From an optimization exercise on the open Yosys and OpenROAD flow, aimed at small area; shortcuts taken in it are not production practice. Only simulation tests tie the RTL to the original design; equivalence was not proved. Power and IR drop assume default switching activity. The flow treats the clock pin as an ideal source, which a real chip does not have.

File: flow/run.sh
#!/bin/bash
# synth_recipe.tcl (not shown) runs the flow's synth.tcl, then flattens the netlist and writes it again
# the make line also repeats each setting of config.mk as NAME=value (left out here)
make -C /OpenROAD-flow-scripts/flow DESIGN_CONFIG=/design/flow/config.mk WORK_HOME=/design/flow/orfs CLKGATE_MAP_FILE= SYNTH_SCRIPT=/design/flow/synth_recipe.tcl finish
File: flow/config.mk
export PLATFORM = sky130hd
export DESIGN_NAME = edge_detect
export DESIGN_NICKNAME = edge_detect
export VERILOG_FILES = /design/flow/design.v
export SDC_FILE = /design/flow/constraint.sdc
export NUM_CORES = 8
export LEC_CHECK = 0
export CAP_MARGIN = 20
export CORE_MARGIN = 2
export CORE_UTILIZATION = 50
export CTS_CLUSTER_DIAMETER = 70
export CTS_CLUSTER_SIZE = 30
export PLACE_DENSITY = 0.6
export SLEW_MARGIN = 20
File: flow/constraint.sdc
create_clock -name core_clock -period 6.0 [get_ports {aclk}]
set_input_delay 1.2000 -clock core_clock [delete_from_list [all_inputs] [get_ports {aclk}]]
set_output_delay 1.2000 -clock core_clock [all_outputs]
set_load 0.01 [all_outputs]
File: flow/design.v
`timescale 1ns / 1ps
module ring_bank #(parameter L = 16, parameter RH = 120, parameter IB = 7) (
    input           clk,
    input  [7:0]    wdata,
    input  [IB-1:0] wr_idx,
    input           wr_hi,
    input  [IB-1:0] rd_idx,
    output [7:0]    mux_a,
    output [7:0]    mux_b
);
    wire [7:0] port_a [0:RH-1];
    wire [7:0] port_b [0:RH-1];
    genvar i;
    generate
        for (i = 0; i < RH; i = i + 1) begin : g_ring
            reg [8*L-1:0] ra, rb;
            wire we_a = !wr_hi && wr_idx == i;
            wire we_b =  wr_hi && wr_idx == i;
            always @(posedge clk) begin
                ra <= {we_a ? wdata : ra[7:0], ra[8*L-1:8]};
                rb <= {we_b ? wdata : rb[7:0], rb[8*L-1:8]};
            end
            assign port_a[i] = ra[7:0];
            assign port_b[i] = rb[7:0];
        end
    endgenerate
    assign mux_a = port_a[rd_idx];
    assign mux_b = port_b[rd_idx];
endmodule
`timescale 1ns / 1ps
module rgb2grey (
    input  [9:0] sum,
    output [7:0] grey
);
    assign grey = sum / 2'd3;
endmodule
`timescale 1ns / 1ps
module sobel (
    input         aclk,
    input         aresetn,
    input         v,
    input  [7:0]  p0,
    input  [7:0]  l1,
    input  [7:0]  l2,
    input         tuser,
    input         tlast,
    input  [31:0] threshold,
    output reg    m_axis_tvalid,
    output [23:0] m_axis_tdata,
    output reg    m_axis_tuser,
    output reg    m_axis_tlast
);
    reg       v1, u1, l1r, e_r;
    reg [7:0] a0, a1, a2;    
    reg [7:0] b0, b1, b2;    
    reg [7:0] c0, c1, c2;    
    always @(posedge aclk) begin
        if (!aresetn) begin
            a0 <= 0; a1 <= 0;
            b0 <= 0; b1 <= 0;
            c0 <= 0; c1 <= 0;
        end else if (v) begin
            a0 <= p0; a1 <= a0;
            b0 <= l1; b1 <= b0;
            c0 <= l2; c1 <= c0;
        end
        if (v) begin
            a2 <= a1; b2 <= b1; c2 <= c1;
        end
    end
    wire [9:0] hv0 = a0 + {a1, 1'b0} + a2;
    wire [9:0] hv1 = c0 + {c1, 1'b0} + c2;
    wire [9:0] hh0 = a0 + {b0, 1'b0} + c0;
    wire [9:0] hh1 = a2 + {b2, 1'b0} + c2;
    wire [9:0] t10 = threshold[9:0];
    wire big = |threshold[30:10];
    wire signed [10:0] dv = $signed({1'b0, hv0}) - $signed({1'b0, hv1});
    wire signed [10:0] dh = $signed({1'b0, hh0}) - $signed({1'b0, hh1});
    wire [9:0] xv = dv[9:0] ^ {10{dv[10]}};
    wire [9:0] xh = dh[9:0] ^ {10{dh[10]}};
    wire [10:0] cv = {1'b0, xv} + {1'b0, ~t10} + dv[10];
    wire [10:0] ch = {1'b0, xh} + {1'b0, ~t10} + dh[10];
    wire edge_v = cv[10];
    wire edge_h = ch[10];
    wire is_edge = threshold[31] | (~big & (edge_v | edge_h));
    always @(posedge aclk) begin
        v1 <= v; u1 <= tuser; l1r <= tlast;
        m_axis_tvalid <= v1;
        m_axis_tuser  <= u1;
        m_axis_tlast  <= l1r;
        e_r <= is_edge;
    end
    assign m_axis_tdata = {24{e_r}};
endmodule
`timescale 1ns / 1ps
module edge_detect (
    input         aclk,
    input         aresetn,
    input  [23:0] s_axis_tdata,
    input         s_axis_tvalid,
    output        s_axis_tready,
    input         s_axis_tuser,
    input         s_axis_tlast,
    output        m_axis_tvalid,
    output [23:0] m_axis_tdata,
    input         m_axis_tready,
    output        m_axis_tuser,
    output        m_axis_tlast,
    input  [31:0] threshold
);
    localparam LB = 5;                  
    localparam L  = 1 << LB;            
    localparam R  = 3840 / L;           
    localparam RH = R / 2;              
    localparam IB = 6;                  
    assign s_axis_tready = m_axis_tready;
    reg       v, u1, l1;
    reg [9:0] sum;
    always @(posedge aclk) begin
        v   <= s_axis_tvalid;
        u1  <= s_axis_tuser;
        l1  <= s_axis_tlast;
        sum <= s_axis_tdata[23:16] + s_axis_tdata[15:8] + s_axis_tdata[7:0];
    end
    wire [7:0] grey;
    rgb2grey u_grey (.sum(sum), .grey(grey));
    reg [LB-1:0] n_lo, ph;
    reg [IB-1:0] n_idx, rb_idx;
    reg          n_hi, rb_hi;
    reg          f1, f2;                
    wire          n_wrap  = v && (&n_lo);
    wire          n_top   = n_idx == RH - 1;
    wire [LB-1:0] n_lo_nx = n_lo + v;
    wire [IB-1:0] n_idx_nx = n_wrap ? (n_top ? {IB{1'b0}} : n_idx + 1'b1) : n_idx;
    wire          n_hi_nx = n_hi ^ (n_wrap && n_top);
    wire [LB-1:0] ph_nx   = ph + 1'b1;
    wire          cb_nx   = ph_nx < n_lo_nx;
    wire          b_top   = cb_nx && n_idx_nx == RH - 1;
    wire [IB-1:0] rb_idx_nx = b_top ? {IB{1'b0}} : n_idx_nx + cb_nx;
    wire          rb_hi_nx  = n_hi_nx ^ b_top;
    always @(posedge aclk) begin
        if (!aresetn) begin
            n_lo <= 0; n_idx <= 0; n_hi <= 1'b0;
            ph <= 0; rb_idx <= 0; rb_hi <= 1'b0;
            f1 <= 1'b0; f2 <= 1'b0;
        end else begin
            n_lo <= n_lo_nx; n_idx <= n_idx_nx; n_hi <= n_hi_nx;
            ph <= ph_nx; rb_idx <= rb_idx_nx; rb_hi <= rb_hi_nx;
            if (n_wrap && n_top) begin
                if (n_hi) f2 <= 1'b1; else f1 <= 1'b1;
            end
        end
    end
    wire [LB-1:0] dlt = ph - n_lo;      
    wire [IB-1:0] wr_idx = (rb_idx == 0) ? RH - 1 : rb_idx - 1'b1;
    wire          wr_hi  = (rb_idx == 0) ? ~rb_hi : rb_hi;
    reg [7:0] wbuf [0:L-1];
    genvar k;
    generate
        for (k = 0; k < L; k = k + 1) begin : g_wb
            always @(posedge aclk)
                if (v && n_lo == k) wbuf[k] <= grey;
        end
    endgenerate
    wire [7:0] wdata = wbuf[ph];
    wire [7:0] mux_a, mux_b;
    ring_bank #(.L(L), .RH(RH), .IB(IB)) u_bank (
        .clk(aclk), .wdata(wdata), .wr_idx(wr_idx), .wr_hi(wr_hi),
        .rd_idx(rb_idx), .mux_a(mux_a), .mux_b(mux_b));
    wire [7:0] port1 = rb_hi ? mux_a : mux_b;    
    wire [7:0] port2 = rb_hi ? mux_b : mux_a;    
    reg [7:0] pf1 [0:L-2];
    reg [7:0] pf2 [0:L-2];
    integer j;
    always @(posedge aclk) begin
        pf1[0] <= port1;
        pf2[0] <= port2;
        for (j = 1; j < L - 1; j = j + 1) begin
            pf1[j] <= pf1[j-1];
            pf2[j] <= pf2[j-1];
        end
    end
    wire [LB-1:0] dm1 = dlt - 1'b1;
    wire [7:0] line1 = (dlt == 0) ? port1 : pf1[dm1];
    wire [7:0] line2 = (dlt == 0) ? port2 : pf2[dm1];
    sobel u_sobel (
        .aclk(aclk), .aresetn(aresetn), .v(v),
        .p0(grey), .l1(f1 ? line1 : 8'd0), .l2(f2 ? line2 : 8'd0),
        .tuser(u1), .tlast(l1), .threshold(threshold),
        .m_axis_tvalid(m_axis_tvalid), .m_axis_tdata(m_axis_tdata),
        .m_axis_tuser(m_axis_tuser), .m_axis_tlast(m_axis_tlast));
endmodule
==> reports/metrics.csv, run 1 <==
stage,metric,value,unit
power_and_ir_drop,switching_share,20.8,%
place,gp_congestion,0.889,
drt,drt_pre_antenna_iters,6,
sta,period_minus_slack,5.63,ns
worst_setup_path,crit_path_top_delay_cell,fa_1,
worst_setup_path,crit_fanout,2,
synth,ys.warnings.count,6,
final_layout,syn_to_final_growth,9.52,%
synth,synthFlopType,dfxtp_1,
place,numPortBuffers,87,
clocking,htreeDepth,7,
sta,tightest_slew,1.24,ns
worst_setup_path,crit_top_cell,buf_4,
sta,fin_hold_ws,0.263,ns
synth,synth-async-reset-ratio,0,%
synth,synth_cell_types,84,
drt,wl_per_cell,23.0,um
clocking,clock-root-buffer,clkbuf_16,
clocking,clock_path_buffers,6,
sta,final_max_slew_viol_count,0,
floorplan,coreArea,1320000,um^2
drt,initialDrtViolationCount,17339,
power_and_ir_drop,internal_power,258000,uW
final_layout,final-seq-area,635000,um^2
power_and_ir_drop,clkPwrFrac,30.9,%
final_layout,final_cell_area,725000,um^2
worst_setup_path,slowest_delay,0.60,ns
clocking,cts_buffers,1312,
synth,synth_edf_count,280,
power_and_ir_drop,powerDensity,448,nW/um^2
hold_path,hp-class,flop to flop,
drt,vias,239403,
synth,netlist_area,662000,um^2
sta,max_freq,178,MHz
power_and_ir_drop,total_leakage_power,0.284,uW
place,place_hpwl,892000,um
grt,grt_max_degree,43,
synth,netlist_instances,36391,
run,cap_viol_max_count,0,
drt,routed_wl,1290000,um
drt,drt.antenna.violating_nets,0,
status,status,no timing/DRC/antenna violations,
synth,synth.net_count,36596,
grt,grt_pass1_wl,1740000,um
clocking,clock_latency,1.32,ns
grt,grt_pass1_vias,229819,
place,placed_area,689000,um^2
sta,relSlewSlack,17.0,%
synth,syn_area_per_cell,18.2,um^2
worst_setup_path,arrival,6.82,ns
grt,grt_usage,18.8,%
sta,final_hold_viol_count,0,
final_layout,drive_gt1_share,5.97,%
floorplan,start_util,50.2,%
final_layout,multi_input_area,25600,um^2
sta,finalCritPeriodShare,93.8,%
clocking,path_clk_slew,0.10,ns
grt,antenna_found_initial,274,
floorplan,ios,90,
final_layout,nNetsFinal,38111,
floorplan,die_x,1160,um
drt,wl_met1,619000,um
sta,fin_ws,0.371,ns
sta,setup_viol,0,
drt,drc,0,
worst_setup_path,required,7.19,ns
drt,met2_length,541000,um
power_and_ir_drop,p_seq_share,65.9,%
place,place_ws,-0.357,ns
floorplan,num_rows,422,
drt,vias_per_cell,4.29,
grt,grt.overflow.total,0,
synth,yosys_register_bits,31590,
final_layout,nFillCells,101502,
drt,top_layer_used,met5,
sta,skew,0.0985,ns
floorplan,die_h,1160,um
clocking,clock_sinks,31590,
floorplan,dieArea,1330000,um^2
power_and_ir_drop,ir_drop,0.473,mV
power_and_ir_drop,switchingPower,67500,uW
drt,wl_met3,66500,um
worst_setup_path,setup.worst_path.end_class,flop,
worst_setup_path,cp-start-kind,flop,
clocking,cts_tree,done,
sta,rsz0062_at_grt,no,
synth,seq_area_frac_synth,95.9,%
worst_setup_path,crit_type,flop to flop,
power_and_ir_drop,combPwrFrac,3.2,%
metal layers:
layer  vias up  global-route usage [%]
li1     116805                       -
met1    116300                    27.4
met2      4472                    28.1
met3      1806                    3.34
met4        20                    7.53
met5         -                       0
cells in the final DEF (no fill, tap or decap), types with 31 or more instances in the layout:
cell type        synthesis  layout
a221oi_1                58      57
nor2b_1                 51      45
buf_4                   31     533
buf_12                   0      45
a22o_1                  58      58
and3_1                  71      69
edfxtp_1               280     280
nand3_1                 82      80
nor2_2                   4      37
inv_1                  113     109
clkdlybuf4s50_1          0      86
nor2_1                 164     121
xnor2_1                 35      31
nand4_1                109     109
diode_2                  0     156
a22oi_1                571     571
nand2_1               1260    1236
fa_1                    72      69
mux2i_1                 89      87
nor3_1                  52      40
ha_1                    71      71
clkbuf_16                0    1341
and2_1                  42      40
dfxtp_1              31310   31294
o21ai_0                985     982
a21oi_1                 93      88
metrics by stage:
step | cells | TNS (ns) | utilization (%) | power (uW)
after CTS | 55681 | 0 | 54.9 | 328000
after detailed placement | 54172 | -0.357 | 52.2 | 229000
final | 55837 | 0 | 54.9 | 325000
after floorplan | 36391 | 0 | - | 222000
after global placement | 54157 | -2.60 | 52.1 | 230000
after global routing | 55702 | 0 | 54.9 | 336000
synthesized netlist by cell type, types with 51 or more instances:
master,number,share of area (%)
and3_1,71,0.067
ha_1,71,0.13
o21ai_0,985,0.74
mux2i_1,89,0.13
a22o_1,58,0.077
a221oi_1,58,0.077
nor2_1,164,0.093
edfxtp_1,280,1.3
nand2_1,1260,0.71
inv_1,113,0.064
nand3_1,82,0.062
a21oi_1,93,0.070
dfxtp_1,31310,95
clkbuf_1,378,0.21
nor2b_1,51,0.048
fa_1,72,0.22
a22oi_1,571,0.65
nand4_1,109,0.10
nor3_1,52,0.039
area by class of cell:
cell class	instances	area share (%)
diodes	156	0.0538
clock buffers	1363	4.65
clock inverters	130	0.293
inverters	114	0.0590
multi-input cells	4213	3.53
flip-flops and latches	31590	87.6
well taps	17596	3.03
repair buffers	675	0.818
logic make-up after synthesis:
kind of cell    count (synthesis)  synth area share, %
xor+xnor                       63               0.0844
compound gates               1943                 1.85
fa+ha+maj                     143                0.352
simple gates                 1968                 1.32
mux                            96                0.146
flops                       31590                 95.9
buf+inv                       588                0.360
power groups by stage:
stage / clock, uW / combinational [uW] / sequential, uW
finish: 101000 / 10500 / 214000
global route: 111000 / 11100 / 214000
CTS: 103000 / 10700 / 214000
detailed placement: 0 / 10400 / 219000
global placement: 0 / 10700 / 219000
floorplan: 0 / 3830 / 218000
registers in the layout, indices dropped and copies added, names as in the netlist, 10 cells and up:
| register | cells |
|---|---|
| pf2 | 248 |
| pf1 | 248 |
| wbuf | 256 |
| sum | 10 |
| u_bank.g_ring.ra | 15360 |
| u_bank.g_ring.rb | 15360 |
path summary, 6_finish.rpt:
path / from / endpoint / slack, ns / cells after the start
max: u_sobel.a2[2] / u_sobel.e_r / 0.37 / 27
min reg2reg: u_bank.g_ring[20].ra[138] / u_bank.g_ring[20].ra[130] / 0.26 / 0
min: u_bank.g_ring[20].ra[138] / u_bank.g_ring[20].ra[130] / 0.26 / 0
max reg2reg: u_sobel.a2[2] / u_sobel.e_r / 0.37 / 27
worst max-delay path, delay by kind of cell, from the launching register on:
| kind | cells | cell delay [ns] |
|---|---|---|
| xor gates and xnor gates | 1 | 0.13 |
| adders and majority gates | 5 | 2.22 |
| DFF | 1 | 0.43 |
| buffers and inverters | 7 | 0.87 |
| and+or+nand+nor | 6 | 0.73 |
| AOI/OAI and AO/OA | 8 | 1.11 |
what timing repair did:
action,CTS,global route
gates resized for setup,15,16
pin swaps,21,14
hold endpoints to repair,0,0
buffers inserted,18,2
setup endpoints to repair,1,1
hold buffers,0,0
==> inputs of run 2 (changes only) <==
==> flow/flow/run.sh (new file) <==
#!/bin/bash
# The standard layout (the standard.sh: ORFS synth .. finish), with one
# change: clock tree synthesis runs without dummy loads. Sink clusters of at
# most 32 flip-flops within 80 um, as in config.mk.
set -euo pipefail
export CTS_ARGS="-sink_clustering_enable -repair_clock_nets -sink_clustering_size 32 -sink_clustering_max_diameter 80 -dont_use_dummy_load"
bash standard.sh finish > standard_finish.log 2>&1
==> flow/standard.sh (new file) <==
#!/bin/bash
# synth_recipe.tcl (not shown) runs the flow's synth.tcl, then flattens the netlist and writes it again
# the make line also repeats each setting of config.mk as NAME=value (left out here)
make -C /OpenROAD-flow-scripts/flow DESIGN_CONFIG=/design/flow/config.mk WORK_HOME=/design/flow/orfs CLKGATE_MAP_FILE= SYNTH_SCRIPT=/design/flow/synth_recipe.tcl "${@:-finish}"
--- a/flow/config.mk
+++ b/flow/config.mk
@@ -8,7 +8,7 @@
 export CAP_MARGIN = 20
 export CORE_MARGIN = 2
 export CORE_UTILIZATION = 50
-export CTS_CLUSTER_DIAMETER = 70
-export CTS_CLUSTER_SIZE = 30
+export CTS_CLUSTER_DIAMETER = 80
+export CTS_CLUSTER_SIZE = 32
 export PLACE_DENSITY = 0.6
 export SLEW_MARGIN = 20
removed: flow/run.sh
==> run 2 against run 1 <==
Against the previous run:
- critical path type unchanged
- still clean
- non-clock buffer count grew 1
- largest power group unchanged
- sequential share of layout area increased by 0.60 points
- worst hold slack worse by 0.0098 ns
==> reports/metrics.csv, run 2 <==
stage,metric,value,unit
sta,finalCritPeriodShare,94.0,%
run,cap_viol_max_count,0,
sta,tightest_slew,1.25,ns
drt,drt.antenna.violating_nets,0,
sta,fin_ws,0.359,ns
grt,grt_max_degree,43,
floorplan,ios,90,
final_layout,final_common_cell,dfxtp_1,
place,post-place-cells,54172,
sta,relSlewSlack,16.8,%
place,gp_congestion,0.889,
clocking,path_clk_slew,0.11,ns
final_layout,nFillCells,101917,
sta,final_hold_viol_count,0,
synth,yosys_register_bits,31590,
synth,synth_edf_count,280,
grt,grt_usage,18.8,%
sta,final_max_slew_viol_count,0,
floorplan,num_rows,422,
drt,initialDrtViolationCount,17475,
hold_path,hp-class,flop to flop,
power_and_ir_drop,ir_drop,0.465,mV
sta,rsz0062_at_grt,no,
synth,synth_area_leaders,"dfxtp_1 95%, edfxtp_1 1.3%, o21ai_0 0.74%",
grt,grt_pass1_wl,1730000,um
worst_setup_path,cp-start-kind,flop,
drt,wl_per_cell,23.1,um
grt,grt.overflow.total,0,
worst_setup_path,required,7.12,ns
sta,skew,0.124,ns
clocking,cts_tree,done,
drt,drt_pre_antenna_iters,8,
synth,synth-async-reset-ratio,0,%
worst_setup_path,crit_path_top_delay_cell,fa_1,
synth,syn_area_per_cell,18.2,um^2
synth,yosysTopAreaCell,dfxtp_1,
power_and_ir_drop,total_leakage_power,0.282,uW
place,numPortBuffers,87,
final_layout,syn_to_final_growth,8.77,%
synth,synth.net_count,36596,
synth,netlist_area,662000,um^2
floorplan,start_util,50.2,%
synth,ys.warnings.count,6,
synth,ys_top_cells_by_count,"31310 x dfxtp_1, 1260 x nand2_1, 985 x o21ai_0",
floorplan,die_h,1160,um
clocking,clock_latency,1.32,ns
synth,synth_top_area_share,94.6,%
worst_setup_path,crit_chain,"fa_1, fa_1, fa_1, ha_1, a21o_1, a21oi_2, nor2b_2, o21a_1, o41a_1, a21o_1, a21oi_4, buf_6, xor2_2, ha_1, nand4_1, nor4_2, nor4_2, buf_4, nand3_4, nor2_4, o21ai_1, a21oi_1, a21oi_1",
floorplan,die_x,1160,um
final_layout,fin_cells,55578,
synth,yosysMostFrequentCell,dfxtp_1,
clocking,clock_path_buffers,6,
clocking,htreeDepth,7,
place,place_ws,-0.357,ns
worst_setup_path,crit_type,flop to flop,
synth,synthFlopType,dfxtp_1,
synth,seq_area_frac_synth,95.9,%
floorplan,coreArea,1320000,um^2
clocking,clock_sinks,31590,
worst_setup_path,arrival,6.76,ns
floorplan,dieArea,1330000,um^2
worst_setup_path,crit_fanout,4,
drt,vias,238305,
drt,routed_wl,1280000,um
place,place_hpwl,892000,um
clocking,clock-root-buffer,clkbuf_16,
sta,max_freq,177,MHz
final_layout,reg_top3,"u_bank.g_ring.ra: 15360 flops, u_bank.g_ring.rb: 15360 flops, wbuf: 256 flops",
grt,grt_pass1_vias,227677,
sta,period_minus_slack,5.64,ns
sta,setup_viol,0,
worst_setup_path,slowest_delay,0.58,ns
worst_setup_path,crit_top_cell,fa_1,
synth,netlist_instances,36391,
power_and_ir_drop,powerDensity,442,nW/um^2
drt,drc,0,
clocking,cts_buffers,1232,
final_layout,drive_gt1_share,5.37,%
grt,antenna_found_initial,275,
final_layout,nNetsFinal,38032,
drt,vias_per_cell,4.29,
worst_setup_path,setup.worst_path.end_class,flop,
final_layout,final_cell_mix,"31293 x dfxtp_1, 1235 x nand2_1, 1232 x clkbuf_16",
status,status,no timing/DRC/antenna violations,
synth,synth_cell_types,84,
run 2: changes by cell type in the layout (fill, tap and decap cells not counted), moves of 4 or more:
cell,previous run,this run
inv_16,19,0
bufinv_16,4,0
inv_8,10,0
inv_6,23,0
clkinvlp_4,5,0
clkbuf_1,15,0
clkbuf_16,1341,1232
clkinv_8,22,0
inv_12,19,0
clkbuf_8,7,0
clkinv_16,18,0
clkinv_2,6,0
run 2: layer usage:
metal / wire length [um] / up-vias / share of wire [%] / track usage [%]
li1: - / 116415 / - / -
met1: 620000 / 115702 / 48 / 27.4
met2: 542000 / 4464 / 42 / 28.2
met3: 64300 / 1712 / 5.0 / 3.15
met4: 56200 / 12 / 4.4 / 7.14
met5: 90 / - / 0.0070 / 0
run 2: path summary, 6_finish.rpt:
path	start	to	slack [ns]	cells after the start
max	u_sobel.a2[2]	u_sobel.e_r	0.36	23
min	u_bank.g_ring[20].ra[138]	u_bank.g_ring[20].ra[130]	0.25	0
max reg2reg	u_sobel.a2[2]	u_sobel.e_r	0.36	23
min reg2reg	u_bank.g_ring[20].ra[138]	u_bank.g_ring[20].ra[130]	0.25	0
run 2: kinds of logic after synthesis:
kind of cell    Yosys count  share of synthesized area (%)
mux                      96                          0.146
simple gates           1968                           1.32
compound gates         1943                           1.85
fa+ha+maj               143                          0.352
buf+inv                 588                          0.360
xor+xnor                 63                         0.0844
flops                 31590                           95.9
run 2: final cells by class:
| cell class | count | area [um^2] | area share [%] |
|---|---|---|---|
| flip-flops and latches | 31590 | 635000 | 88.2 |
| diodes | 157 | 393 | 0.0545 |
| multi-input cells | 4213 | 25600 | 3.56 |
| clock buffers | 1232 | 30800 | 4.28 |
| inverters | 114 | 428 | 0.0594 |
| well taps | 17596 | 22000 | 3.06 |
| repair buffers | 676 | 5940 | 0.825 |
run 2: worst max-delay path, delay by kind of cell (launching register included):
family	cells	cell delay, ns
adders and majority gates	5	2.11
AOI/OAI and AO/OA	9	1.71
and+or+nand+nor	6	0.70
DFF	1	0.43
buffers and inverters	2	0.34
xor gates and xnor gates	1	0.15
run 2: what timing repair did:
item,4_1_cts,5_1_grt
hold endpoints to repair,0,0
hold buffers,0,0
pin swaps,24,17
buffers inserted,18,3
setup endpoints to repair,1,1
gates resized for setup,19,17
run 2: where the power goes:
part,internal [uW],total (uW),switching [uW]
Sequential,213000,214000,1310
Combinational,3450,10500,7030
Clock,37200,94100,56900
Total,253000,319000,65200
run 2: per-stage QoR:
step	hold slack [ns]	total power, uW	instance area (um^2)	setup TNS (ns)	utilization [%]
global placement	0.309	230000	689000	-2.60	52.1
floorplan	0.310	222000	662000	0	-
finish	0.254	319000	720000	0	54.6
CTS	0.240	321000	720000	0	54.5
global route	0.250	330000	720000	0	54.5
detailed placement	0.312	229000	689000	-0.357	52.2
==> inputs of run 3 (changes only) <==
--- a/flow/config.mk
+++ b/flow/config.mk
@@ -10,5 +10,6 @@
 export CORE_UTILIZATION = 50
 export CTS_CLUSTER_DIAMETER = 80
 export CTS_CLUSTER_SIZE = 32
+export GPL_TIMING_DRIVEN = 0
 export PLACE_DENSITY = 0.6
 export SLEW_MARGIN = 20
==> run 3 against run 2 <==
Against the previous run:
- the layout now fails its checks (negative setup slack)
- global-route usage grew 0.44 points
- wire length rose by 2.5%
- critical path depth is 9 lower
- power hardly changed
- worst hold slack got worse by 0.037 ns
- sequential power about the same
- cell area rose by 0.28%
- combinational power about the same
- critical endpoint is now u_sobel.b0[3]
- largest cell class unchanged
==> reports/metrics.csv, run 3 <==
stage,metric,value,unit
final_layout,syn_to_final_growth,9.07,%
power_and_ir_drop,powerDensity,441,nW/um^2
clocking,cts_tree,done,
final_layout,final_common_cell,dfxtp_1,
grt,grt_usage,19.2,%
status,status,finished with violations,
grt,grt.overflow.total,0,
power_and_ir_drop,p_total,318000,uW
synth,synth_area_leaders,"dfxtp_1 95%, edfxtp_1 1.3%, o21ai_0 0.74%",
drt,routed_wl,1310000,um
grt,grt_use_met3,3.16,%
power_and_ir_drop,total_leakage_power,0.282,uW
sta,skew,0.117,ns
synth,ys_top_cells_by_count,"31310 x dfxtp_1, 1260 x nand2_1, 985 x o21ai_0",
synth,syn_area_per_cell,18.2,um^2
final_layout,reg_top3,"u_bank.g_ring.ra: 15360 flops, u_bank.g_ring.rb: 15360 flops, wbuf: 256 flops",
hold_path,hp-class,flop to flop,
synth,netlist_instances,36391,
clocking,clock_path_buffers,6,
drt,initialDrtViolationCount,19234,
floorplan,dieArea,1330000,um^2
synth,synth_top_area_share,94.6,%
synth,synth_cell_types,84,
grt,grt_max_degree,34,
drt,drc,0,
place,gp_congestion,0.913,
final_layout,nNetsFinal,38166,
synth,synthFlopType,dfxtp_1,
final_layout,drive_gt1_share,5.37,%
synth,ys.warnings.count,6,
synth,synth.net_count,36596,
synth,netlist_area,662000,um^2
synth,yosysTopAreaCell,dfxtp_1,
worst_setup_path,cp-start-kind,flop,
status,so.violations,negative setup slack,
grt,grt_pass1_wl,1770000,um
sta,tightest_slew,1.34,ns
worst_setup_path,crit_fanout,10,
place,placed_area,691000,um^2
worst_setup_path,setup.worst_path.end_class,flop,
synth,yosys_register_bits,31590,
synth,yosysMostFrequentCell,dfxtp_1,
clocking,holdBufCountCts,0,
synth,seq_area_frac_synth,95.9,%
floorplan,ios,90,
drt,drt_pre_antenna_iters,5,
sta,fin_ws,-0.370,ns
clocking,clock-root-buffer,clkbuf_16,
sta,rsz0062_at_grt,yes,
clocking,clock_latency,1.33,ns
run,cap_viol_max_count,0,
drt,wl_per_cell,23.6,um
clocking,path_clk_slew,0.11,ns
grt,use_met1,27.7,%
floorplan,start_util,50.2,%
floorplan,coreArea,1320000,um^2
sta,max_freq,157,MHz
clocking,htreeDepth,7,
grt,antenna_found_initial,283,
clocking,clock_sinks,31590,
sta,setup_viol,19,
grt,grt-busiest-layer,met2,
grt,grt_pass1_vias,230105,
floorplan,die_h,1160,um
sta,finalCritPeriodShare,106,%
sta,relSlewSlack,11.0,%
power_and_ir_drop,ir_drop,0.335,mV
drt,vias_per_cell,4.37,
clocking,cts_buffers,1228,
drt,drt.antenna.violating_nets,0,
worst_setup_path,arrival,7.53,ns
synth,synth-async-reset-ratio,0,%
place,numPortBuffers,88,
worst_setup_path,required,7.16,ns
sta,final_max_slew_viol_count,0,
final_layout,final_cell_mix,"31298 x dfxtp_1, 1249 x nand2_1, 1228 x clkbuf_16",
worst_setup_path,crit_type,flop to flop,
floorplan,num_rows,422,
sta,final_hold_viol_count,0,
sta,period_minus_slack,6.37,ns
floorplan,die_x,1160,um
synth,synth_edf_count,280,
final_layout,final_cell_area,722000,um^2
grt,met2_usage,28.4,%
final_layout,fin_util,54.7,%
drt,vias,243442,
place,place_hpwl,930000,um
run 3: changes by cell type in the layout (fill, tap and decap cells not counted), sizes merged:
cell,change
clkbuf,+368
clkdlybuf4s50,+2
clkdlybuf4s18,+1
diode,+27
clkdlybuf4s15,+4
buf,-241
run 3: worst paths after layout:
| kind | start | endpoint | slack (ns) | cells after the start |
|---|---|---|---|---|
| setup / recovery | rb_idx[0] | u_sobel.b0[3] | -0.37 | 14 |
| hold / removal | u_bank.g_ring[53].ra[53] | u_bank.g_ring[53].ra[45] | 0.22 | 0 |
| setup reg to reg | rb_idx[0] | u_sobel.b0[3] | -0.37 | 14 |
| hold reg to reg | u_bank.g_ring[53].ra[53] | u_bank.g_ring[53].ra[45] | 0.22 | 0 |
run 3: worst max-delay path, cell delays in order, from the launching register on:
cell and delay (ns):
dfxtp_2 0.54, clkbuf_2 0.30, nor2b_1 0.12, clkbuf_1 0.35
and2_0 0.25, clkbuf_2 0.43, clkbuf_2 0.55, buf_16 0.31
a22oi_1 0.59, nand4_1 0.39, nor3_1 0.29, nand4_1 0.71
o21ai_0 0.59, mux2i_4 0.31, a221o_1 0.38
run 3: kinds of logic after synthesis:
family | after synthesis | share of synthesized area [%]
AO/OA/AOI/OAI | 1943 | 1.85
XOR/XNOR | 63 | 0.0844
adder cells (fa/ha/maj) | 143 | 0.352
buffers and inverters | 588 | 0.360
flip-flops | 31590 | 95.9
multiplexers | 96 | 0.146
AND/OR/NAND/NOR | 1968 | 1.32
run 3: per-layer routing:
| layer | routed length [um] | share of wire (%) |
|---|---|---|
| met1 | 616000 | 47 |
| met2 | 551000 | 42 |
| met3 | 74200 | 5.6 |
| met4 | 72900 | 5.5 |
| met5 | 136 | 0.010 |
run 3: what timing repair did:
item	CTS	global route
gates resized for setup	83	35
buffers inserted	1	0
setup endpoints to repair	241	46
pin swaps	5	3
run 3: layout make-up:
type / count / area [um^2]
antenna: 184 / 460
buffer: 468 / 2360
clock buffer: 1228 / 30700
fill: 101919 / 598000
inverter: 114 / 428
multi-input combinational: 4213 / 25800
sequential: 31590 / 635000
tap: 17596 / 22000
timing repair buffer: 346 / 5420
run 3: power breakdown:
group | internal [uW] | leakage, uW | switching (uW)
logic | 2970 | 0.0125 | 7350
registers | 213000 | 0.255 | 1030
clock network | 37100 | 0.0151 | 57100
run 3: through the flow:
step                hold WS [ns]  setup WS (ns)  setup TNS [ns]  instances
finish                     0.217         -0.370           -2.48      55739
global route               0.213        -0.0918          -0.298      55609
CTS                        0.217        -0.0993          -0.115      55554
detailed placement         0.312          -1.15          -55.69      54329
global placement           0.310          -5.98        -2796.71      54075
floorplan                  0.310          0.925               0      36391
==> inputs of run 4 (changes only) <==
--- a/flow/config.mk
+++ b/flow/config.mk
@@ -10,6 +10,5 @@
 export CORE_UTILIZATION = 50
 export CTS_CLUSTER_DIAMETER = 80
 export CTS_CLUSTER_SIZE = 32
-export GPL_TIMING_DRIVEN = 0
-export PLACE_DENSITY = 0.6
+export PLACE_DENSITY = 0.72
 export SLEW_MARGIN = 20
==> run 4 against run 3 <==
Against the previous run:
- register-to-register slack gained 0.34 ns
- global-route usage decreased by 0.051 points
- critical path depth fell by 4
- the layout still fails its checks (negative setup slack)
- first-iteration DRC count increased by 1.1%
- fmax increased by 5.7%
- cell area fell by 0.44%
- critical path type unchanged
- via count decreased by 0.37%
==> reports/metrics.csv, run 4 <==
stage,metric,value,unit
synth,ys.warnings.count,6,
grt,grt_pass1_vias,242996,
power_and_ir_drop,total_leakage_power,0.281,uW
drt,drt.antenna.violating_nets,0,
grt,grt_max_degree,57,
run,cap_viol_max_count,0,
synth,yosysTopAreaCell,dfxtp_1,
sta,period_minus_slack,6.03,ns
worst_setup_path,r2r_start,rb_idx[2],
sta,fin_ws,-0.0287,ns
synth,synth_top_family_by_area,compound AO/OA/AOI/OAI gates,
place,gp_congestion,0.914,
synth,seq_area_frac_synth,95.9,%
synth,synth.net_count,36596,
worst_setup_path,arrival,7.17,ns
sta,finalCritPeriodShare,100,%
sta,final_max_slew_viol_count,0,
status,status,finished with violations,
clocking,cts_buffers,1231,
worst_setup_path,crit_path_top_delay_cell,o41ai_2,
status,so.violations,negative setup slack,
worst_setup_path,crit_type,flop to flop,
synth,yosysMostFrequentCell,dfxtp_1,
sta,rsz0062_at_grt,no,
power_and_ir_drop,powerDensity,443,nW/um^2
floorplan,ios,90,
floorplan,num_rows,422,
sta,tightest_slew,1.28,ns
worst_setup_path,cp-start-kind,flop,
sta,max_freq,166,MHz
place,numPortBuffers,87,
synth,synth_compound_area_share,1.85,%
floorplan,die_h,1160,um
synth,synthFlopType,dfxtp_1,
synth,synth_cell_types,84,
synth,synth_xor_area_share,0.0844,%
synth,synth_top_area_share,94.6,%
grt,grt_pass1_wl,1800000,um
worst_setup_path,crit_chain,"nor4bb_1, and2_1, a22oi_1, nand4_1, or4_1, o41ai_2, buf_4, mux2i_1, o21ai_0, o21ai_1",
sta,skew,0.153,ns
floorplan,start_util,50.2,%
synth,synth_simple_gate_area_share,1.32,%
clocking,cts_tree,done,
clocking,holdBufCountCts,0,
final_layout,nNetsFinal,37918,
final_layout,final_common_cell,dfxtp_1,
place,post-place-cells,54068,
clocking,htreeDepth,7,
worst_setup_path,slowest_delay,1.14,ns
hold_path,worstHoldStart,u_bank.g_ring[17].ra[238],
worst_setup_path,required,7.14,ns
final_layout,reg_top3,"u_bank.g_ring.ra: 15360 flops, u_bank.g_ring.rb: 15360 flops, wbuf: 256 flops",
worst_setup_path,crit_fanout,23,
floorplan,coreArea,1320000,um^2
place,place_hpwl,860000,um
sta,relSlewSlack,14.4,%
synth,netlist_instances,36391,
hold_path,hp-class,flop to flop,
final_layout,drive_gt1_share,5.03,%
worst_setup_path,critical_path.startpoint,rb_idx[2],
synth,synth_edf_count,280,
synth,synth_area_leaders,"dfxtp_1 95%, edfxtp_1 1.3%, o21ai_0 0.74%",
sta,final_hold_viol_count,0,
synth,synth-async-reset-ratio,0,%
place,place_ws,-0.187,ns
drt,wl_per_cell,23.7,um
drt,drc,0,
clocking,clock_latency,1.32,ns
clocking,path_clk_slew,0.11,ns
synth,netlist_area,662000,um^2
drt,routed_wl,1310000,um
grt,grt_usage,19.1,%
drt,vias,242548,
drt,vias_per_cell,4.38,
clocking,clock_sinks,31590,
worst_setup_path,setup.worst_path.end_class,flop,
floorplan,dieArea,1330000,um^2
sta,setup_viol,1,
synth,synthMuxAreaShare,0.146,%
final_layout,syn_to_final_growth,8.59,%
grt,antenna_found_initial,251,
final_layout,nFillCells,96814,
power_and_ir_drop,ir_drop,0.313,mV
synth,ys_top_cells_by_count,"31310 x dfxtp_1, 1260 x nand2_1, 985 x o21ai_0",
clocking,clock-root-buffer,clkbuf_16,
grt,grt.overflow.total,0,
final_layout,fin_cells,55420,
final_layout,fin_util,54.5,%
clocking,clock_path_buffers,6,
floorplan,die_x,1160,um
synth,synthAdderAreaFrac,0.352,%
drt,drt_pre_antenna_iters,9,
synth,yosys_register_bits,31590,
drt,initialDrtViolationCount,19450,
synth,syn_area_per_cell,18.2,um^2
final_layout,final_cell_mix,"31302 x dfxtp_1, 1231 x clkbuf_16, 1226 x nand2_1",
==> run 4: cell families after synthesis <==
family / after synthesis
buf+inv: 588
mux: 96
fa+ha+maj: 143
simple gates: 1968
compound gates: 1943
flops: 31590
xor+xnor: 63
==> run 4: final cells by class <==
type / instances / area, um^2 / share of cell area [%]
Antenna cell: 113 / 283 / 0.0393
Sequential cell: 31590 / 635000 / 88.3
Inverter: 114 / 428 / 0.0595
Tap cell: 17596 / 22000 / 3.06
Timing Repair Buffer: 563 / 5040 / 0.701
Clock buffer: 1231 / 30800 / 4.28
Multi-Input combinational cell: 4213 / 25500 / 3.55
==> run 4: worst paths after layout <==
check | cells after the start | to | slack (ns)
min | 0 | u_bank.g_ring[17].ra[230] | 0.21
max reg2reg | 10 | u_sobel.b0[6] | -0.03
max | 10 | u_sobel.b0[6] | -0.03
min reg2reg | 0 | u_bank.g_ring[17].ra[230] | 0.21
==> run 4: worst max-delay path, delay by kind of cell (launching register included) <==
| family | cells | cell delay [ns] |
|---|---|---|
| flops | 1 | 0.99 |
| mux | 1 | 0.25 |
| compound gates | 4 | 2.60 |
| buf+inv | 1 | 0.26 |
| simple gates | 4 | 1.73 |
==> run 4: metrics by stage <==
stage                     setup TNS (ns)  hold WS [ns]  instance area, um^2  total power, uW
after floorplan                        0         0.310               662000           222000
final                            -0.0287         0.210               719000           319000
after global placement            -0.627         0.309               688000           229000
after global routing                   0         0.213               719000           328000
after CTS                              0         0.204               719000           321000
after detailed placement          -0.187         0.312               688000           229000
==> run 4: per-layer routing <==
layer	global-route usage, %	part of all wire (%)	up-vias
met3	3.35	5.5	2009
met1	26.3	45	119081
met4	10.1	6.2	14
li1	-	-	116135
met5	0	0.0075	-
met2	29.3	43	5309
==> run 4: where the power goes <==
group          internal [uW]  leakage, uW  total, uW  switching (uW)
Sequential            213000        0.255     214000            1310
Clock                  37200       0.0152      94800           57600
Combinational           3250       0.0113       9870            6620
Total                 253000        0.281     319000           65500
==> run 4: timing repair <==
action | 4_1_cts | 5_1_grt
gates resized for setup | 12 | 8
endpoints found under the setup margin | 1 | 1
setup buffers | 7 | 1
pin swaps | 9 | 18
cloned | 0 | 0
==> inputs of run 5 (changes only) <==
--- a/flow/config.mk
+++ b/flow/config.mk
@@ -7,8 +7,8 @@
 export LEC_CHECK = 0
 export CAP_MARGIN = 20
 export CORE_MARGIN = 2
-export CORE_UTILIZATION = 50
+export CORE_UTILIZATION = 60
 export CTS_CLUSTER_DIAMETER = 80
 export CTS_CLUSTER_SIZE = 32
-export PLACE_DENSITY = 0.72
+export PLACE_DENSITY = 0.68
 export SLEW_MARGIN = 20
==> run 5 against run 4 <==
Against the previous run:
- cell count decreased by 4.9%
- clock power decreased by 2%
- highest routed layer unchanged
- flip-flop and latch count unchanged
- global-route usage increased by 3.4 points
- sequential share of layout area increased by 0.35 points
- critical endpoint is now u_sobel.b0[3]
- still fails the layout checks on negative setup slack
- synthesized area unchanged
==> reports/metrics.csv, run 5 <==
stage,metric,value,unit
synth,synth_top_area_share,94.6,%
floorplan,start_util,60.1,%
grt,grt_pass1_wl,1730000,um
worst_setup_path,slowest_delay,1.05,ns
drt,drt.antenna.violating_nets,0,
power_and_ir_drop,p_total,318000,uW
sta,rsz0062_at_grt,no,
worst_setup_path,r2r_start,rb_idx[3],
place,placed_area,685000,um^2
power_and_ir_drop,internal_power,253000,uW
sta,setup_viol,1,
synth,synth_edf_count,280,
drt,drt_pre_antenna_iters,8,
grt,grt_usage,22.5,%
worst_setup_path,arrival,7.07,ns
synth,ys.warnings.count,6,
power_and_ir_drop,switchingPower,64600,uW
clocking,path_clk_slew,0.11,ns
grt,grt_pass1_vias,230906,
sta,tightest_slew,1.31,ns
drt,routed_wl,1280000,um
clocking,clock_latency,1.32,ns
final_layout,reg_top3,"u_bank.g_ring.ra: 15360 flops, u_bank.g_ring.rb: 15360 flops, wbuf: 256 flops",
drt,wl_per_cell,24.3,um
power_and_ir_drop,combPwrFrac,3.2,%
floorplan,dieArea,1110000,um^2
final_layout,final_cell_mix,"31298 x dfxtp_1, 1245 x nand2_1, 1220 x clkbuf_16",
drt,vias_per_cell,4.56,
worst_setup_path,crit_type,flop to flop,
drt,initialDrtViolationCount,18397,
place,gp_congestion,0.957,
clocking,clock_path_buffers,6,
power_and_ir_drop,switching_share,20.3,%
synth,netlist_area,662000,um^2
clocking,cts_buffers,1220,
final_layout,final_cell_area,716000,um^2
synth,synth-async-reset-ratio,0,%
hold_path,hp-class,flop to flop,
sta,fin_hold_ws,0.253,ns
grt,grt_max_degree,51,
final_layout,syn_to_final_growth,8.16,%
clocking,htreeDepth,7,
status,so.violations,negative setup slack,
floorplan,die_x,1050,um
worst_setup_path,cp-start-kind,flop,
sta,finalCritPeriodShare,100,%
place,numPortBuffers,87,
floorplan,ios,90,
worst_setup_path,required,7.06,ns
floorplan,die_h,1050,um
sta,final_hold_viol_count,0,
power_and_ir_drop,powerDensity,443,nW/um^2
power_and_ir_drop,clkPwrFrac,29.4,%
power_and_ir_drop,ir_drop,0.366,mV
drt,vias,240289,
sta,period_minus_slack,6.01,ns
place,place_hpwl,893000,um
synth,yosys_register_bits,31590,
worst_setup_path,crit_path_top_delay_cell,nor4_1,
worst_setup_path,crit_top_cell,buf_4,
worst_setup_path,critical_path.startpoint,rb_idx[3],
synth,seq_area_frac_synth,95.9,%
worst_setup_path,crit_fanout,19,
clocking,clock_sinks,31590,
worst_setup_path,crit_chain,"and4bb_1, and2_1, a22oi_1, nand2_1, nor4_1, nand4_1, buf_4, o21ai_0, buf_4, mux2i_1, buf_4, a221o_1",
hold_path,worstHoldStart,u_bank.g_ring[52].rb[223],
final_layout,final_common_cell,dfxtp_1,
synth,yosysTopAreaCell,dfxtp_1,
synth,synthFlopType,dfxtp_1,
synth,synth.net_count,36596,
run,cap_viol_max_count,0,
worst_setup_path,setup.worst_path.end_class,flop,
sta,fin_ws,-0.0124,ns
clocking,cts_tree,done,
drt,drc,0,
synth,yosysMostFrequentCell,dfxtp_1,
synth,syn_area_per_cell,18.2,um^2
final_layout,drive_gt1_share,5.28,%
synth,synth_area_leaders,"dfxtp_1 95%, edfxtp_1 1.3%, o21ai_0 0.74%",
status,status,finished with violations,
grt,grt.overflow.total,0,
floorplan,num_rows,386,
power_and_ir_drop,p_seq_share,67.5,%
sta,relSlewSlack,11.8,%
synth,netlist_instances,36391,
sta,skew,0.176,ns
grt,antenna_found_initial,244,
clocking,clock-root-buffer,clkbuf_16,
synth,synth_cell_types,84,
sta,max_freq,166,MHz
final_layout,nNetsFinal,38021,
power_and_ir_drop,total_leakage_power,0.282,uW
sta,final_max_slew_viol_count,0,
synth,ys_top_cells_by_count,"31310 x dfxtp_1, 1260 x nand2_1, 985 x o21ai_0",
floorplan,coreArea,1100000,um^2
## run 5: cell counts after synthesis
Identical to the previous run, type by type.
## run 5: power by group through the flow
stage	clock network, uW	logic (uW)	registers [uW]
finish	93300	10000	214000
global placement	0	10200	219000
CTS	95200	10100	214000
floorplan	0	3830	218000
global route	102000	10600	214000
detailed placement	0	9950	219000
## run 5: what timing repair did
action / in CTS / in global routing
resized for setup: 21 / 6
hold buffers: 0 / 0
gates cloned: 0 / 0
hold endpoints to repair: 0 / 0
endpoints found under the setup margin: 1 / 1
pin swaps: 25 / 13
setup buffers: 8 / 3
## run 5: metrics by stage
step	utilization, %	TNS (ns)	std cells	worst slack [ns]
floorplan	-	0	36391	0.925
global placement	62.1	-1.07	51324	-1.02
detailed placement	62.2	-0.463	51330	-0.463
CTS	64.9	0	52555	0.0193
global route	64.9	0	52583	0.00179
finish	65.0	-0.0124	52729	-0.0124
## run 5: cell families after synthesis
family / Yosys count / synth area share, %
adder cells (fa/ha/maj): 143 / 0.352
AND/OR/NAND/NOR: 1968 / 1.32
AO/OA/AOI/OAI: 1943 / 1.85
XOR/XNOR: 63 / 0.0844
buffers and inverters: 588 / 0.360
flip-flops: 31590 / 95.9
multiplexers: 96 / 0.146
## run 5: final cells by class
| class | instances | area, um^2 |
|---|---|---|
| sequential | 31590 | 635000 |
| fill | 73611 | 386000 |
| clock buffer | 1220 | 30500 |
| multi-input combinational | 4213 | 25500 |
| tap | 14744 | 18400 |
| timing repair buffer | 677 | 5960 |
| inverter | 114 | 428 |
| antenna | 171 | 428 |
## run 5: critical path, delay by kind of cell, from the launching register on
family | cells | cell delay (ns)
AOI/OAI and AO/OA | 3 | 0.82
buffers and inverters | 3 | 0.86
and+or+nand+nor | 5 | 3.11
muxes | 1 | 0.25
DFF | 1 | 0.83
## run 5: path summary, 6_finish.rpt
check / end / cells past startpoint / slack, ns
setup reg to reg: u_sobel.b0[3] / 12 / -0.01
hold / removal: u_bank.g_ring[52].rb[215] / 0 / 0.25
setup / recovery: u_sobel.b0[3] / 12 / -0.01
hold reg to reg: u_bank.g_ring[52].rb[215] / 0 / 0.25
## run 5: routing by layer
| layer | up-vias | wire, um | global-route usage (%) |
|---|---|---|---|
| met3 | 2187 | 71500 | 4.21 |
| met1 | 116667 | 599000 | 32.4 |
| li1 | 116404 | - | - |
| met2 | 5011 | 532000 | 33.1 |
| met4 | 20 | 77300 | 11.7 |
| met5 | - | 121 | 0 |
==> inputs of run 6 (changes only) <==
==> flow/flow/run.sh (replaced) <==
#!/bin/bash
# The standard layout (the standard.sh: ORFS synth .. finish), with one
# change: clock tree synthesis runs without dummy loads. Sink clusters of at
# most 32 flip-flops within 80 um, as in config.mk; clock nets get
# non-default (wider-spaced) routing rules.
set -euo pipefail
export CTS_ARGS="-sink_clustering_enable -repair_clock_nets -sink_clustering_size 32 -sink_clustering_max_diameter 80 -dont_use_dummy_load -apply_ndr half"
bash standard.sh finish > standard_finish.log 2>&1
--- a/flow/config.mk
+++ b/flow/config.mk
@@ -7,8 +7,8 @@
 export LEC_CHECK = 0
 export CAP_MARGIN = 20
 export CORE_MARGIN = 2
-export CORE_UTILIZATION = 60
+export CORE_UTILIZATION = 50
 export CTS_CLUSTER_DIAMETER = 80
 export CTS_CLUSTER_SIZE = 32
-export PLACE_DENSITY = 0.68
+export PLACE_DENSITY = 0.6
 export SLEW_MARGIN = 20
==> run 6 against run 5 <==
Against the previous run:
- now clean on timing, DRC and antenna
- combinational power is 5% higher
- sequential power hardly changed
- global-route usage is 3.8 points lower
- power is 0.38% higher
- count of clock-buffer cells in the layout is 12 higher
- via count is 0.83% lower
- wire length is 0.20% higher
- largest cell class unchanged
- largest power group unchanged
==> reports/metrics.csv, run 6 <==
stage,metric,value,unit
synth,synthFlopType,dfxtp_1,
drt,initialDrtViolationCount,17475,
grt,grt.overflow.total,0,
clocking,cts_buffers,1232,
floorplan,die_h,1160,um
sta,tightest_slew,1.25,ns
grt,grt_pass1_wl,1730000,um
drt,drc,0,
synth,yosysMostFrequentCell,dfxtp_1,
power_and_ir_drop,switchingPower,65200,uW
worst_setup_path,crit_fanout,4,
hold_path,hp-class,flop to flop,
worst_setup_path,r2r_start,u_sobel.a2[2],
synth,netlist_instances,36391,
worst_setup_path,crit_top_cell,fa_1,
worst_setup_path,crit_path_top_delay_cell,fa_1,
final_layout,final_cell_area,720000,um^2
sta,rsz0062_at_grt,no,
place,gp_congestion,0.889,
run,cap_viol_max_count,0,
clocking,clock-root-buffer,clkbuf_16,
place,placed_area,689000,um^2
power_and_ir_drop,switching_share,20.5,%
drt,drt.antenna.violating_nets,0,
drt,vias_per_cell,4.29,
worst_setup_path,arrival,6.76,ns
place,place_hpwl,892000,um
worst_setup_path,r2r_slack,0.36,ns
synth,synth.net_count,36596,
status,status,no timing/DRC/antenna violations,
sta,setup_viol,0,
worst_setup_path,setup.worst_path.end_class,flop,
worst_setup_path,slowest_delay,0.58,ns
worst_setup_path,required,7.12,ns
clocking,path_clk_slew,0.11,ns
sta,finalCritPeriodShare,94.0,%
final_layout,nNetsFinal,38032,
synth,synth_cell_types,84,
final_layout,final_cell_mix,"31293 x dfxtp_1, 1235 x nand2_1, 1232 x clkbuf_16",
final_layout,syn_to_final_growth,8.77,%
worst_setup_path,r2r-end,u_sobel.e_r,
power_and_ir_drop,clkPwrFrac,29.5,%
synth,synth_edf_count,280,
place,numPortBuffers,87,
final_layout,final_common_cell,dfxtp_1,
floorplan,start_util,50.2,%
synth,synth_top_area_share,94.6,%
sta,relSlewSlack,16.8,%
synth,synth_area_leaders,"dfxtp_1 95%, edfxtp_1 1.3%, o21ai_0 0.74%",
power_and_ir_drop,p_seq_share,67.2,%
power_and_ir_drop,ir_drop,0.465,mV
drt,wl_per_cell,23.1,um
worst_setup_path,endpoint,u_sobel.e_r,
sta,final_hold_viol_count,0,
grt,antenna_found_initial,275,
sta,max_freq,177,MHz
worst_setup_path,crit_type,flop to flop,
clocking,clock_sinks,31590,
synth,netlist_area,662000,um^2
floorplan,ios,90,
synth,synth-async-reset-ratio,0,%
power_and_ir_drop,total_leakage_power,0.282,uW
clocking,cts_tree,done,
sta,period_minus_slack,5.64,ns
worst_setup_path,crit_chain,"fa_1, fa_1, fa_1, ha_1, a21o_1, a21oi_2, nor2b_2, o21a_1, o41a_1, a21o_1, a21oi_4, buf_6, xor2_2, ha_1, nand4_1, nor4_2, nor4_2, buf_4, nand3_4, nor2_4, o21ai_1, a21oi_1, a21oi_1",
final_layout,reg_top3,"u_bank.g_ring.ra: 15360 flops, u_bank.g_ring.rb: 15360 flops, wbuf: 256 flops",
drt,drt_pre_antenna_iters,8,
synth,ys.warnings.count,6,
worst_setup_path,critical_path.startpoint,u_sobel.a2[2],
power_and_ir_drop,internal_power,253000,uW
sta,final_max_slew_viol_count,0,
clocking,htreeDepth,7,
floorplan,coreArea,1320000,um^2
drt,routed_wl,1280000,um
grt,grt_usage,18.8,%
synth,seq_area_frac_synth,95.9,%
clocking,clock_latency,1.32,ns
synth,ys_top_cells_by_count,"31310 x dfxtp_1, 1260 x nand2_1, 985 x o21ai_0",
floorplan,die_x,1160,um
sta,finalSetupTns,0,ns
synth,yosys_register_bits,31590,
floorplan,dieArea,1330000,um^2
sta,skew,0.124,ns
synth,syn_area_per_cell,18.2,um^2
drt,vias,238305,
power_and_ir_drop,p_total,319000,uW
grt,grt_max_degree,43,
power_and_ir_drop,powerDensity,442,nW/um^2
final_layout,drive_gt1_share,5.37,%
worst_setup_path,cp-start-kind,flop,
floorplan,num_rows,422,
grt,grt_pass1_vias,227677,
worst_setup_path,rr_worst_depth,23,
power_and_ir_drop,combPwrFrac,3.3,%
synth,yosysTopAreaCell,dfxtp_1,
clocking,clock_path_buffers,6,
-- run 6: power by group through the flow --
stage / Clock [uW] / Combinational [uW] / Sequential [uW]
3_5_place_dp: 0 / 10400 / 219000
5_1_grt: 104000 / 11200 / 214000
2_1_floorplan: 0 / 3830 / 218000
6_report: 94100 / 10500 / 214000
3_3_place_gp: 0 / 10700 / 219000
4_1_cts: 96600 / 10700 / 214000
-- run 6: cells by family (layout without fill, tap and decap cells) --
logic type / Yosys count / in the layout / share of synthesized area, %
AO/OA/AOI/OAI: 1943 / 1943 / 1.85
XOR/XNOR: 63 / 63 / 0.0844
adder cells (fa/ha/maj): 143 / 143 / 0.352
buffers and inverters: 588 / 2022 / 0.360
flip-flops: 31590 / 31590 / 95.9
multiplexers: 96 / 96 / 0.146
other: 0 / 157 / 0
AND/OR/NAND/NOR: 1968 / 1968 / 1.32
-- run 6: layer usage --
layer / GRT usage (%) / wire length, um
met2: 28.2 / 542000
met4: 7.14 / 56200
met5: 0 / 90
met1: 27.4 / 620000
met3: 3.15 / 64300
-- run 6: cell type report --
type,count,area (um^2)
sequential,31590,635000
fill,101917,600000
clock buffer,1232,30800
multi-input combinational,4213,25600
tap,17596,22000
timing repair buffer,676,5940
inverter,114,428
antenna,157,393
-- run 6: critical path: cells and delay by family, from the launching register on --
kind	cells	cell delay (ns)
flops	1	0.43
fa+ha+maj	5	2.11
buf+inv	2	0.34
xor+xnor	1	0.15
compound gates	9	1.71
simple gates	6	0.70
-- run 6: through the flow --
step / util (%) / cells / hold slack [ns] / setup WS, ns
2_1_floorplan: - / 36391 / 0.310 / 0.925
6_report: 54.6 / 55578 / 0.254 / 0.359
5_1_grt: 54.5 / 55443 / 0.250 / 0.000963
4_1_cts: 54.5 / 55420 / 0.240 / 0.0111
3_5_place_dp: 52.2 / 54172 / 0.312 / -0.357
3_3_place_gp: 52.1 / 54157 / 0.309 / -0.922
-- run 6: timing repair --
action	CTS	global route
gates resized for setup	19	17
endpoints found under the setup margin	1	1
hold buffers	0	0
pin swaps	24	17
buffers inserted	18	3
-- run 6: worst min-delay path by stage --
stage                         startpoint                         to  slack (ns)  cells after the start
5_1_grt        u_bank.g_ring[20].ra[138]  u_bank.g_ring[20].ra[130]        0.25                      0
3_3_place_gp    u_bank.g_ring[2].rb[252]   u_bank.g_ring[2].rb[244]        0.31                      0
6_report       u_bank.g_ring[20].ra[138]  u_bank.g_ring[20].ra[130]        0.25                      0
4_1_cts        u_bank.g_ring[20].ra[138]  u_bank.g_ring[20].ra[130]        0.24                      0
3_5_place_dp     u_bank.g_ring[0].ra[18]    u_bank.g_ring[0].ra[10]        0.31                      0
2_1_floorplan     u_bank.g_ring[0].ra[8]     u_bank.g_ring[0].ra[0]        0.31                      0

==> re-timing with driven ports <==
The flow's constraints put no driver on any port. The routed layouts listed below were extracted and timed again, unchanged, in two steps. Step 1 sets driving cells, clkbuf_16 on the clock port and buf_2 on the other inputs (assumed; they add their load-dependent delay and slew). Step 2 also shifts input and output timing later by t, the mid clock arrival at the registers, as if the neighbouring blocks saw the same clock. Slacks: ideal / step 1 / step 2; pairs: ideal / step 1.
run | t (ns) | slack for setup (ns) | worst setup path after step 2 | pins driven straight from the clock port
run 1 | 1.430 | 0.371 / 0.371 / 0.371 | register to register | 1
run 2 | 1.417 | 0.359 / 0.359 / 0.359 | register to register | 1
run 3 | 1.426 | -0.370 / -0.370 / -0.370 | register to register | 1
run 4 | 1.421 | -0.029 / -0.029 / -0.029 | register to register | 1
run 5 | 1.387 | -0.012 / -0.012 / -0.012 | register to register | 1
run 6 | 1.417 | 0.359 / 0.359 / 0.359 | register to register | 1
